Background: an optimization exercise with open tools, aiming at small area and a short achievable clock period. Do not read the settings as production practice. At most, simulation tests tie the RTL to the original design; equivalence was not proved.

==> v4: inputs <==
==> flow/design.v (excerpt) <==
module my_fir
#(parameter F=10)
(
input logic                clk,
input logic                rst,
input logic signed  [15:0] filter_in,
output logic signed [31:0] filter_out
    );
make LEC_CHECK=0 ABC_CLOCK_PERIOD_IN_PS=2400 CAP_MARGIN=20 CORE_MARGIN=2 CORE_UTILIZATION=60 CTS_CLUSTER_DIAMETER=80 CTS_CLUSTER_SIZE=18 PLACE_DENSITY=0.75 SETUP_SLACK_MARGIN=3.85 SLEW_MARGIN=20 SYNTH_HIERARCHICAL=1 finish   # period 6.5 ns
run.sh (not shown) runs the stock make flow with config.mk's settings and CLKGATE_MAP_FILE= SYNTH_SCRIPT=/design/flow/synth_recipe.tcl, a recipe that flattens the netlist after the stock synthesis.
==> v9: changes against v4 <==
- SETUP_SLACK_MARGIN: 3.85 -> 3.95
==> v30: changes against v4 <==
- ABC_CLOCK_PERIOD_IN_PS: 2400 -> default
==> summary.txt <==
In wire length, v4 and v30 do not differ. Sequential share of layout area: v30 is higher than v9 (0.32 points). In flip-flop and latch count, v4 and v30 do not differ. Against v9, the utilization of v4 is lower by 0.61 points. Of v9 and v30, v9 has the higher global-route usage (gap 0.24 points).
No run of this note included a check of the RTL's function; only the layout flow was run.

==> build 61 <==
Another version of the RTL of my_fir (not shown whole).
Design my_fir, start of the top module:
module my_fir
#(parameter F=10)
(
input logic                clk,
input logic                rst,
input logic signed  [15:0] filter_in,
output logic signed [31:0] filter_out
    );
clock: 6.5 ns
lec_check: 0
abc_clock_period_in_ps: 2600
cap_margin: 20
core_margin: 2
core_utilization: 60
cts_cluster_diameter: 80
cts_cluster_size: 18
place_density: 0.75
setup_slack_margin: 3.75
slew_margin: 20
synth_hierarchical: 1
==> inputs of build 74, as changes to build 61 <==
--- a/flow/config.mk
+++ b/flow/config.mk
@@ -14,3 +14,3 @@
 export PLACE_DENSITY = 0.75
-export SETUP_SLACK_MARGIN = 3.75
+export SETUP_SLACK_MARGIN = 3.85
 export SLEW_MARGIN = 20
==> comparison <==
In sequential cell count, build 74 and build 61 do not differ. Between build 61 and build 74, the lower global-route usage is in build 61 (gap 0.22 points). Against build 74, the wire length of build 61 is smaller by 1.2%. Critical path depth: build 61 is lower than build 74 (3). In build 74 the non-clock buffer count is higher than in build 61, by 52. In area after synthesis, build 61 and build 74 do not differ. Between build 74 and build 61, the lower first-iteration DRC count is in build 61 (gap 3.5%, measured against build 61). In hold slack, build 61 and build 74 hardly differ.
==> figures <==
Initial antenna violation count: build 74 3; build 61 2
Clock network area share: build 74 3.45%; build 61 3.52%
Via density per instance: build 74 5.65; build 61 5.72
Summed area of non-filler cells in the final layout: build 74 0.0417 mm2; build 61 0.0408 mm2
Source of the critical timing path: build 74 d[1][4]; build 61 pr4[16]
Number of standard cells in the final layout excluding fillers: build 74 3218; build 61 3167
Relative slew slack: build 74 51.1%; build 61 50.9%
Worst reg2reg startpoint: build 74 d[1][4]; build 61 pr4[16]
Non-Clock Buffer Count: build 74 135; build 61 83
Result of the run: build 74 timing/DRC/antenna clean; build 61 timing/DRC/antenna clean
DR WL met3: build 74 10100 um; build 61 10400 um
Antenna Diode Count: build 74 1; build 61 2
Ratio of cells with drive above 1 in the final layout: build 74 18.2%; build 61 12.8%
Final critical-path setup slack: build 74 3800 ps; build 61 3760 ps
Post-Route Utilization: build 74 67.5%; build 61 66.2%
Global routing usage on met1: build 74 43.1%; build 61 43.2%
Pre-Repair DR Iteration Count: build 74 5; build 61 7
Period utilization: build 74 41.5%; build 61 42.1%
Layout-to-synthesis area ratio: build 74 1.110x; build 61 1.089x
No run of this note included a check of the RTL's function; only the layout flow was run.

==> branch tundra <==
Another version of the RTL of my_fir (not shown whole).
## my_fir
module my_fir
#(parameter F=10)
(
input logic                clk,
input logic                rst,
input logic signed  [15:0] filter_in,
output logic signed [31:0] filter_out
    );
==> flow/config.mk <==
export PLATFORM = sky130hd
export DESIGN_NAME = my_fir
export DESIGN_NICKNAME = my_fir
export VERILOG_FILES = /design/flow/design.v
export SDC_FILE = /design/flow/constraint.sdc
export NUM_CORES = 4
export LEC_CHECK = 0
export ABC_CLOCK_PERIOD_IN_PS = 2600
export CAP_MARGIN = 20
export CORE_MARGIN = 2
export CORE_UTILIZATION = 60
export CTS_CLUSTER_DIAMETER = 80
export CTS_CLUSTER_SIZE = 18
export PLACE_DENSITY = 0.75
export SETUP_SLACK_MARGIN = 3.6
export SLEW_MARGIN = 20
export SYNTH_HIERARCHICAL = 1
==> flow/constraint.sdc <==
create_clock -name core_clock -period 6.5 [get_ports {clk}]
set_input_delay 1.3000 -clock core_clock [delete_from_list [all_inputs] [get_ports {clk}]]
set_output_delay 1.3000 -clock core_clock [all_outputs]
set_load 0.01 [all_outputs]
==> branch umber (differences from branch tundra) <==
Settings changed: SETUP_SLACK_MARGIN 3.6 to 3.7.
==> qor summary <==
                                                                      branch tundra       branch umber
Source of the worst register-to-register timing path               pr6[1]$_DFF_PP0_   pr7[7]$_DFF_PP0_
Global-route track usage on met2                                              0.496              0.503
Highest Clock Rate                                                          348 MHz            351 MHz
Sequential cell area                                                     0.0165 mm²         0.0166 mm²
Share of cell area taken by multi-input logic gates                           0.472              0.467
Fill cell total of the finished layout                                         4101               4029
First-iteration detailed-routing DRC count                                     1908               1893
Signal buf overhead                                                          0.0289             0.0424
Wire length of the first global-routing pass                              145000 µm          146000 µm
Data arrival, critical path                                                 3340 ps            3350 ps
Instance count on the critical path                                               4                  7
Post-Route M1 WL                                                           39800 µm           39800 µm
Layout Nets                                                                    3226               3287
Relative area of clock buffers and inverters in the final design             0.0333             0.0327
Layout-stage area growth over the synthesis result                            9.87%              12.2%
Detailed Route WL                                                          98500 µm           99600 µm
Final standard cell utilization of the core                                   0.666              0.680
Run status                                                 timing/DRC/antenna clean  timing/DRC/antenna clean
Timing endpoint of the critical path                              r0_3016$_DFF_PP0_  r0_3070$_DFF_PP0_
Depth of the worst register-to-register path                                      4                  7
Bufs w/o clock                                                                  119                180

==> 04-03 <==
Another version of the RTL of my_fir (not shown whole).
## my_fir
module my_fir
#(parameter F=10)
(
input logic                clk,
input logic                rst,
input logic signed  [15:0] filter_in,
output logic signed [31:0] filter_out
    );
logic signed [15:0] d [0:16];
logic r1_2935;
logic r1_2936;
logic r1_2937;
logic r1_2938;
logic r1_2939;
logic r1_2940;
logic r1_2941;
logic r1_2942;
logic r1_2943;
logic r1_2944;
logic r1_2945;
logic r1_2946;
logic r1_2947;
logic r1_2948;
logic r1_2949;
logic r1_2950;
logic r1_2951;
logic r1_2952;
logic r1_2953;
logic r1_2954;
logic r1_2955;
logic r1_2956;
logic r1_2957;
logic r1_2958;
logic r1_2959;
logic r1_2960;
logic r1_2961;
logic r1_2962;
logic r1_2963;
logic r1_2964;
logic r1_2965;
logic r1_2966;
logic r1_2967;
logic r1_2968;
logic r1_2969;
logic r1_2970;
logic r1_2971;
logic r1_2972;
logic r1_2973;
logic r1_2974;
logic r1_2975;
logic r1_2976;
logic r1_2977;
logic r1_2978;
logic r1_2979;
logic r1_2980;
logic r1_2981;
logic r1_2982;
logic r1_2983;
logic r1_2984;
logic r1_2985;
logic r1_2986;
logic r1_2987;
logic r1_2988;
logic r1_2989;
logic r1_2990;
logic r1_2991;
logic r1_2992;
logic r1_2993;
logic r1_2994;
logic r1_2995;
logic r1_2996;
logic r1_2997;
logic r1_2998;
logic r1_2999;
logic r1_3000;
  ...
Settings: LEC_CHECK=0, ABC_CLOCK_PERIOD_IN_PS=2700, CAP_MARGIN=20, CORE_MARGIN=2, CORE_UTILIZATION=40, PLACE_DENSITY=0.6, SETUP_SLACK_MARGIN=3.8, SLEW_MARGIN=20, SYNTH_HIERARCHICAL=1; clock period 6.5 ns.
==> 04-02 (differences from 04-03) <==
- SETUP_SLACK_MARGIN: 3.8 -> default
==> impl_results.md <==
- RSZ-0062 raised after global routing: yes
- Met2 routed WL: 49280 um
- Commonest non-fill, non-tap cell in the layout: dfrtp_1
- DP Cell Count: 3583
- Final Non-Filler Cells: 3879
- First-pass GRT wire length: 153700 um
- Fraction of area in multi-input gates: 0.4784
- Fill count: 7466
- Most frequent cells in the layout: dfrtp_1, fa_1, fa_2
- Share of layout cells above drive strength 1: 0.3097
- Status: complete, no violations
- Nets@finish: 3519
-- figures above: 04-03

==> impl_results.md <==
- Nets@finish: 3353
- Reg2Reg Depth: 8
- Share of layout cells above drive strength 1: 0.06225
- Status: complete, no violations
- Fraction of area in multi-input gates: 0.4842
- Met2 routed WL: 48220 um
- Most frequent cells in the layout: fa_1, dfrtp_1, inv_1
- Commonest non-fill, non-tap cell in the layout: fa_1
- First-pass GRT wire length: 149900 um
- Fill count: 7781
- DP Cell Count: 3588
-- figures above: 04-02

Function was not checked in any run of this note: the RTL went through the layout flow alone.

==> inputs of job 790 <==
Another version of the RTL of my_fir (not shown whole).
Design my_fir, start of the top module:
module my_fir
#(parameter F=10)
(
input logic                clk,
input logic                rst,
input logic signed  [15:0] filter_in,
output logic signed [31:0] filter_out
    );
==> flow/config.mk <==
export PLATFORM = sky130hd
export DESIGN_NAME = my_fir
export DESIGN_NICKNAME = my_fir
export VERILOG_FILES = /design/flow/design.v
export SDC_FILE = /design/flow/constraint.sdc
export NUM_CORES = 4
export LEC_CHECK = 0
export ABC_CLOCK_PERIOD_IN_PS = 2600
export CAP_MARGIN = 20
export CORE_MARGIN = 2
export CORE_UTILIZATION = 60
export CTS_CLUSTER_DIAMETER = 100
export CTS_CLUSTER_SIZE = 24
export PLACE_DENSITY = 0.75
export SETUP_SLACK_MARGIN = 4.2
export SLEW_MARGIN = 20
export SYNTH_HIERARCHICAL = 1
==> flow/constraint.sdc <==
create_clock -name core_clock -period 6.5 [get_ports {clk}]
set_input_delay 1.3000 -clock core_clock [delete_from_list [all_inputs] [get_ports {clk}]]
set_output_delay 1.3000 -clock core_clock [all_outputs]
set_load 0.01 [all_outputs]
standard.sh (not shown) runs the stock make flow with config.mk's settings and CLKGATE_MAP_FILE= SYNTH_SCRIPT=/design/flow/synth_recipe.tcl, a recipe that flattens the netlist after the stock synthesis.
==> flow/flow/run.sh <==
#!/bin/bash
# Standard layout, but the port buffers inserted before placement are plain
# buffers (buf_2) instead of the resizer's default delay cell; everything
# else is the standard flow (standard.sh).
export BUFFER_PORTS_ARGS="-buffer_cell sky130_fd_sc_hd__buf_2"
bash standard.sh > standard.log 2>&1
status=$?
cp standard.sh my_standard_copy.sh.txt 2>/dev/null
exit $status
==> job 2255 (differences from job 790) <==
--- a/flow/config.mk
+++ b/flow/config.mk
@@ -10,7 +10,7 @@
 export CORE_MARGIN = 2
-export CORE_UTILIZATION = 60
+export CORE_UTILIZATION = 66
 export CTS_CLUSTER_DIAMETER = 100
 export CTS_CLUSTER_SIZE = 24
-export PLACE_DENSITY = 0.75
-export SETUP_SLACK_MARGIN = 4.2
+export PLACE_DENSITY = 0.8
+export SETUP_SLACK_MARGIN = 4.1
 export SLEW_MARGIN = 20
==> comparison <==
Job 2255 passed the timing, design-rule and antenna checks. Job 790 finished clean.
Wire length: job 2255 is higher than job 790 (0.41%).
In job 2255 the hold slack is lower than in job 790, by 13 ps.
Between job 2255 and job 790, the lower non-clock buffer count is in job 2255 (gap 49).
Of job 2255 and job 790, job 790 has the higher fmax (gap about 0.3%, measured against job 790).
Synthesized area is the same in job 790 and job 2255.
Between job 790 and job 2255, the lower die area is in job 2255 (gap about 10%, measured against job 2255).
Against job 2255, the worst setup slack of job 790 is better by 7.0 ps.
Between job 790 and job 2255, the lower first-iteration DRC count is in job 790 (gap 17%, measured against job 2255).
In job 2255 the sequential share of layout area is higher than in job 790, by 0.93 points.
In via count, job 2255 and job 790 hardly differ.

-- static timing again, ports no longer ideal --
How much do the figures lean on ideal ports? The routed layouts below were timed once more, with nothing changed but the port constraints. Step 1: set_driving_cell puts a clkbuf_16 on clk and a buf_2 on each other input, an assumption about the parent block. Step 2 also shifts input and output timing later by t, the mid clock arrival at the registers, as if the neighbouring blocks saw the same clock. a / b / c = ideal ports / drivers / drivers and shift; a / b = the first two.
run | t, ns | setup slack, ns | worst hold slack (ns)
v4 | 0.678 | 3.717 / 3.717 / 3.238 | 0.349 / 0.349 / 0.349
v9 | 0.671 | 3.698 / 3.698 / 3.572 | 0.344 / 0.344 / 0.344
v30 | 0.678 | 3.717 / 3.717 / 3.238 | 0.349 / 0.349 / 0.349
build 61 | 0.673 | 3.761 / 3.750 / 3.350 | 0.350 / 0.350 / 0.350
build 74 | 0.675 | 3.801 / 3.801 / 3.538 | 0.350 / 0.350 / 0.350
branch tundra | 0.665 | 3.624 / 3.617 / 3.356 | 0.344 / 0.344 / 0.344
branch umber | 0.664 | 3.647 / 3.647 / 3.358 | 0.343 / 0.343 / 0.343
04-03 | 0.708 | 3.346 / 3.346 / 3.324 | 0.340 / 0.340 / 0.340
04-02 | 0.706 | 3.080 / 3.080 / 3.080 | 0.334 / 0.334 / 0.334
job 790 | 0.647 | 4.034 / 3.978 / 3.750 | 0.348 / 0.348 / 0.348
job 2255 | 0.662 | 4.027 / 3.963 / 3.700 | 0.335 / 0.335 / 0.335
After both steps setup and hold are still met in every run listed. The worst setup slack also covers recovery checks on asynchronous resets.
